This is an optimization exercise on Yosys and OpenROAD, whose aim is small area, a short achievable clock period and few clock cycles per item, not a production implementation. At most, simulation tests tie the RTL to the original design; equivalence was not proved. Power is estimated from default activity; no workload was simulated.

Setup of before:
==> flow/design.v <==
`timescale 1 ns / 1 ps
`default_nettype none
module axi4l_slv_top #(
    parameter int ADDR_WIDTH = 12,
    parameter int DATA_WIDTH = 32
) (
    input var                     aclk,
    input var                     aresetn,
    input var  [  ADDR_WIDTH-1:0] s_axi_awaddr,
    input var  [             2:0] s_axi_awprot,
    input var                     s_axi_awvalid,
    output var                    s_axi_awready,
    input var  [  DATA_WIDTH-1:0] s_axi_wdata,
    input var  [DATA_WIDTH/8-1:0] s_axi_wstrb,
    input var                     s_axi_wvalid,
    output var                    s_axi_wready,
    output var [             1:0] s_axi_bresp,
    output var                    s_axi_bvalid,
    input var                     s_axi_bready,
    input var  [  ADDR_WIDTH-1:0] s_axi_araddr,
    input var  [             2:0] s_axi_arprot,
    input var                     s_axi_arvalid,
    output var                    s_axi_arready,
    output var [  DATA_WIDTH-1:0] s_axi_rdata,
    output var [             1:0] s_axi_rresp,
    output var                    s_axi_rvalid,
    input var                     s_axi_rready,
    output var                    irq_reg_irq,
    input var                     reg_irq_bit0,
    output var [            31:0] reg_a_b,
    input var  [            31:0] reg_c_d
);
  logic b_free, wr_hs;
  logic bvalid_q, bidle_q, berr_q;
  assign b_free = !bvalid_q || s_axi_bready;
  assign s_axi_awready = s_axi_wvalid && (bidle_q || s_axi_bready);
  assign s_axi_wready = s_axi_awvalid && b_free;
  assign wr_hs = s_axi_awvalid && s_axi_wvalid && b_free;
  logic [9:0] wa;
  logic wa_lo;   
  assign wa = s_axi_awaddr[11:2];
  assign wa_lo = (wa[9:4] == 6'd0);
  logic wr_trap, wr_mask, wr_force, wr_trig, wr_a, wr_ok;
  assign wr_trap = wr_hs && wa_lo && (wa[3:0] == 4'd1);
  assign wr_mask = wr_hs && wa_lo && (wa[3:0] == 4'd2);
  assign wr_force = wr_hs && wa_lo && (wa[3:0] == 4'd3);
  assign wr_trig = wr_hs && wa_lo && (wa[3:0] == 4'd5);
  assign wr_a = wr_hs && wa_lo && (wa[3:0] == 4'd8);
  assign wr_ok = wa_lo && (wa[3:0] <= 4'd5 || wa[3:0] == 4'd8);
  always_ff @(posedge aclk) begin
    if (!aresetn) bvalid_q <= 1'b0;
    else if (wr_hs) bvalid_q <= 1'b1;
    else if (s_axi_bready) bvalid_q <= 1'b0;
  end
  always_ff @(posedge aclk) begin
    if (!aresetn) bidle_q <= 1'b1;
    else if (wr_hs) bidle_q <= 1'b0;
    else if (s_axi_bready) bidle_q <= 1'b1;
  end
  always_ff @(posedge aclk) begin
    if (b_free) berr_q <= !wr_ok;
  end
  assign s_axi_bvalid = bvalid_q;
  assign s_axi_bresp = {berr_q, berr_q};
  logic trap_q, mask_q, trig_q, irq_in_q;
  logic [31:0] a_q;
  logic irq_event;
  always_ff @(posedge aclk) irq_in_q <= reg_irq_bit0;
  assign irq_event = reg_irq_bit0 && (!trig_q || !irq_in_q);
  always_ff @(posedge aclk) begin
    if (!aresetn) trap_q <= 1'b0;
    else
      trap_q <= (trap_q && !(wr_trap && !s_axi_wdata[0])) || (wr_force && s_axi_wdata[0]) ||
          irq_event;
  end
  always_ff @(posedge aclk) begin
    if (!aresetn) mask_q <= 1'b0;
    else if (wr_mask) mask_q <= s_axi_wdata[0];
  end
  always_ff @(posedge aclk) begin
    if (!aresetn) trig_q <= 1'b0;
    else if (wr_trig) trig_q <= s_axi_wdata[0];
  end
  logic a_ld, a_keep;
  assign a_ld = wr_a && aresetn;
  assign a_keep = !wr_a && aresetn;
  always_ff @(posedge aclk) a_q <= ({32{a_ld}} & s_axi_wdata) | ({32{a_keep}} & a_q);
  assign reg_a_b = a_q;
  assign irq_reg_irq = trap_q && mask_q;
  logic rvalid_q, ridle_q, rerr_q, r_free;
  logic [31:0] rdata_q;
  assign r_free = !rvalid_q || s_axi_rready;
  assign s_axi_arready = ridle_q || s_axi_rready;
  logic [9:0] ra;
  logic ra_lo;
  assign ra = s_axi_araddr[11:2];
  assign ra_lo = (ra[9:4] == 6'd0);
  logic ra_ok, rd_a, rd_c;
  assign ra_ok = ra_lo && (ra[3:0] <= 4'd5 || ra[3:0] == 4'd8 || ra[3:0] == 4'd9);
  assign rd_a = ra_lo && (ra[3:0] == 4'd8);
  assign rd_c = ra_lo && (ra[3:0] == 4'd9);
  logic rd_bit0;
  always_comb begin
    case (ra[3:0])
      4'd0: rd_bit0 = trap_q && mask_q;
      4'd1: rd_bit0 = trap_q;
      4'd2: rd_bit0 = mask_q;
      4'd4: rd_bit0 = irq_in_q;
      4'd5: rd_bit0 = trig_q;
      4'd8: rd_bit0 = a_q[0];
      4'd9: rd_bit0 = reg_c_d[0];
      default: rd_bit0 = 1'b0;
    endcase
  end
  always_ff @(posedge aclk) begin
    if (!aresetn) rvalid_q <= 1'b0;
    else if (r_free) rvalid_q <= s_axi_arvalid;
  end
  always_ff @(posedge aclk) begin
    if (!aresetn) ridle_q <= 1'b1;
    else if (r_free) ridle_q <= !s_axi_arvalid;
  end
  logic ld_a, ld_c, r_keep;
  assign ld_a = r_free && rd_a;
  assign ld_c = r_free && rd_c;
  assign r_keep = !r_free;
  always_ff @(posedge aclk) begin
    rdata_q[31:1] <= ({31{ld_a}} & a_q[31:1]) | ({31{ld_c}} & reg_c_d[31:1]) |
        ({31{r_keep}} & rdata_q[31:1]);
    rdata_q[0] <= (r_free && ra_lo && rd_bit0) || (r_keep && rdata_q[0]);
  end
  always_ff @(posedge aclk) begin
    if (r_free) rerr_q <= !ra_ok;
  end
  assign s_axi_rvalid = rvalid_q;
  assign s_axi_rdata = rdata_q;
  assign s_axi_rresp = {rerr_q, rerr_q};
endmodule
`default_nettype wire
clock: 3.0 ns
lec_check: 0
abc_area: 1
cap_margin: 20
core_margin: 2
core_utilization: 40
setup_slack_margin: 1.4
slew_margin: 20
standard.sh (not shown) runs the stock make flow with config.mk's settings and CLKGATE_MAP_FILE= SYNTH_SCRIPT=/design/flow/synth_recipe.tcl, a recipe that flattens the netlist after the stock synthesis.
==> flow/flow/run.sh <==
#!/bin/bash
# Standard ORFS layout with these changes:
#  - synthesis maps logic with the ABC script flow/abc_area.script (when present);
#    everything before ABC, so every register and its name, is the standard synthesis;
#  - the cells listed in flow/dont_use.txt (when present) are added to the platform's
#    don't-use list, for synthesis and the resizer (slow many-input OR/NOR gates);
#  - the port buffers are sky130 buf_1 cells instead of buffer_ports' default.
set -euo pipefail
here=$PWD
rm -rf "$here/scripts_abc"
cp -r "$FLOW_HOME/scripts" "$here/scripts_abc"
if [[ -f "$here/flow/abc_area.script" ]]; then
  cp "$here/flow/abc_area.script" "$here/scripts_abc/abc_area.script"
fi
args=()
if [[ -f "$here/flow/dont_use.txt" ]]; then
  base=$(make -s -C "$FLOW_HOME" DESIGN_CONFIG="$here/config.mk" WORK_HOME="$here/orfs" print-DONT_USE_CELLS | sed -n 's/^DONT_USE_CELLS: //p')
  args+=("DONT_USE_CELLS=$base $(tr '\n' ' ' < "$here/flow/dont_use.txt")")
fi
export BUFFER_PORTS_ARGS="-buffer_cell sky130_fd_sc_hd__buf_1"
bash standard.sh SCRIPTS_DIR="$here/scripts_abc" "${args[@]}" synth > synth.log 2>&1
bash standard.sh "${args[@]}" > standard.log 2>&1
==> flow/flow/abc_area.script <==
strash
&get -n
&dch -f
&nf
&put
topo
stime -c
==> flow/flow/dont_use.txt <==
sky130_fd_sc_hd__nor3_1
sky130_fd_sc_hd__nor3_2
sky130_fd_sc_hd__nor3_4
sky130_fd_sc_hd__nor3b_1
sky130_fd_sc_hd__nor3b_2
sky130_fd_sc_hd__nor3b_4
sky130_fd_sc_hd__nor4_1
sky130_fd_sc_hd__nor4_2
sky130_fd_sc_hd__nor4_4
sky130_fd_sc_hd__nor4b_1
sky130_fd_sc_hd__nor4b_2
sky130_fd_sc_hd__nor4b_4
sky130_fd_sc_hd__nor4bb_1
sky130_fd_sc_hd__nor4bb_2
sky130_fd_sc_hd__nor4bb_4
sky130_fd_sc_hd__or3_1
sky130_fd_sc_hd__or3_2
sky130_fd_sc_hd__or3_4
sky130_fd_sc_hd__or3b_1
sky130_fd_sc_hd__or3b_2
sky130_fd_sc_hd__or3b_4
sky130_fd_sc_hd__or4_1
sky130_fd_sc_hd__or4_2
sky130_fd_sc_hd__or4_4
sky130_fd_sc_hd__or4b_1
sky130_fd_sc_hd__or4b_2
sky130_fd_sc_hd__or4b_4
sky130_fd_sc_hd__or4bb_1
sky130_fd_sc_hd__or4bb_2
sky130_fd_sc_hd__or4bb_4
Here is what was changed in the inputs of after compared with before.
diff --git a/flow/design.v b/flow/design.v
--- a/flow/design.v
+++ b/flow/design.v
@@ -28,16 +28,17 @@
     output var                    irq_reg_irq,
     input var                     reg_irq_bit0,
     output var [            31:0] reg_a_b,
     input var  [            31:0] reg_c_d
 );
-  logic b_free, wr_hs;
-  logic bvalid_q, bidle_q, berr_q;
-  assign b_free = !bvalid_q || s_axi_bready;
-  assign s_axi_awready = s_axi_wvalid && (bidle_q || s_axi_bready);
-  assign s_axi_wready = s_axi_awvalid && b_free;
-  assign wr_hs = s_axi_awvalid && s_axi_wvalid && b_free;
+  logic wr_hs, b_pop;
+  logic bv0_q, b1_free_q;   
+  logic be0_q, be1_q;   
+  assign s_axi_awready = s_axi_wvalid && b1_free_q;
+  assign s_axi_wready = s_axi_awvalid && b1_free_q;
+  assign wr_hs = s_axi_awvalid && s_axi_wvalid && b1_free_q;
+  assign b_pop = bv0_q && s_axi_bready;
   logic [9:0] wa;
   logic wa_lo;   
   assign wa = s_axi_awaddr[11:2];
   assign wa_lo = (wa[9:4] == 6'd0);
   logic wr_trap, wr_mask, wr_force, wr_trig, wr_a, wr_ok;
@@ -46,24 +47,26 @@
   assign wr_force = wr_hs && wa_lo && (wa[3:0] == 4'd3);
   assign wr_trig = wr_hs && wa_lo && (wa[3:0] == 4'd5);
   assign wr_a = wr_hs && wa_lo && (wa[3:0] == 4'd8);
   assign wr_ok = wa_lo && (wa[3:0] <= 4'd5 || wa[3:0] == 4'd8);
   always_ff @(posedge aclk) begin
-    if (!aresetn) bvalid_q <= 1'b0;
-    else if (wr_hs) bvalid_q <= 1'b1;
-    else if (s_axi_bready) bvalid_q <= 1'b0;
+    if (!aresetn) begin
+      bv0_q <= 1'b0;
+      b1_free_q <= 1'b1;
+    end else begin
+      bv0_q <= (bv0_q && !b_pop) || !b1_free_q || wr_hs;
+      b1_free_q <= !((!b1_free_q && !b_pop) || (wr_hs && bv0_q && !b_pop));
+    end
   end
   always_ff @(posedge aclk) begin
-    if (!aresetn) bidle_q <= 1'b1;
-    else if (wr_hs) bidle_q <= 1'b0;
-    else if (s_axi_bready) bidle_q <= 1'b1;
+    if (!bv0_q || b_pop) be0_q <= b1_free_q ? !wr_ok : be1_q;
   end
   always_ff @(posedge aclk) begin
-    if (b_free) berr_q <= !wr_ok;
+    if (b1_free_q) be1_q <= !wr_ok;
   end
-  assign s_axi_bvalid = bvalid_q;
-  assign s_axi_bresp = {berr_q, berr_q};
+  assign s_axi_bvalid = bv0_q;
+  assign s_axi_bresp = {be0_q, be0_q};
   logic trap_q, mask_q, trig_q, irq_in_q;
   logic [31:0] a_q;
   logic irq_event;
   always_ff @(posedge aclk) irq_in_q <= reg_irq_bit0;
   assign irq_event = reg_irq_bit0 && (!trig_q || !irq_in_q);
--- outcome ---
Net switching component of the power ends up higher on after.
Of before and after, the higher share of total power consumed by net switching belongs to after.
Total wire length after detailed routing ends up lower on after.
Relative to before, cell area has decreased by about 0.8% in after.
The higher synthesized cell count of before and after is in after.
Area overhead of the layout relative to synthesis for after: 3.0 points down relative to before
before vs after, launch point of the worst path: s_axi_bready vs s_axi_rready
Testbench counts of after, summed over its fixed seeds: cycles 1,608, items 3,200.
For before, only the layout was checked, not whether the RTL still works.

[separate check: timing with driven ports]
No port has a modelled driver above. Below, the same layouts with a new extraction and two added sets of constraints.
Step 1: set_driving_cell puts a clkbuf_16 on aclk and a buf_2 on each other input, an assumption about the parent block.
Step 2, shift: input delay + t, output delay - t, t = (earliest + latest rising clock arrival at the registers) / 2. This alone moves slack from input paths to output paths.
Three values: ideal, step 1, step 2; two values: the first two.
run | shift t [ns] | setup WS [ns] | worst slew at a driven data input, ns | cell pins on the clock port's net
before | 0.371 | 1.326 / 1.303 / 1.101 | 0.05 | 1
after | 0.370 | 1.368 / 1.318 / 1.123 | 0.06 | 1
After both steps setup and hold are still met in every run listed. For after, which loses most, drivers alone change the setup slack by -0.050 ns; drivers and shift together by -0.245 ns.
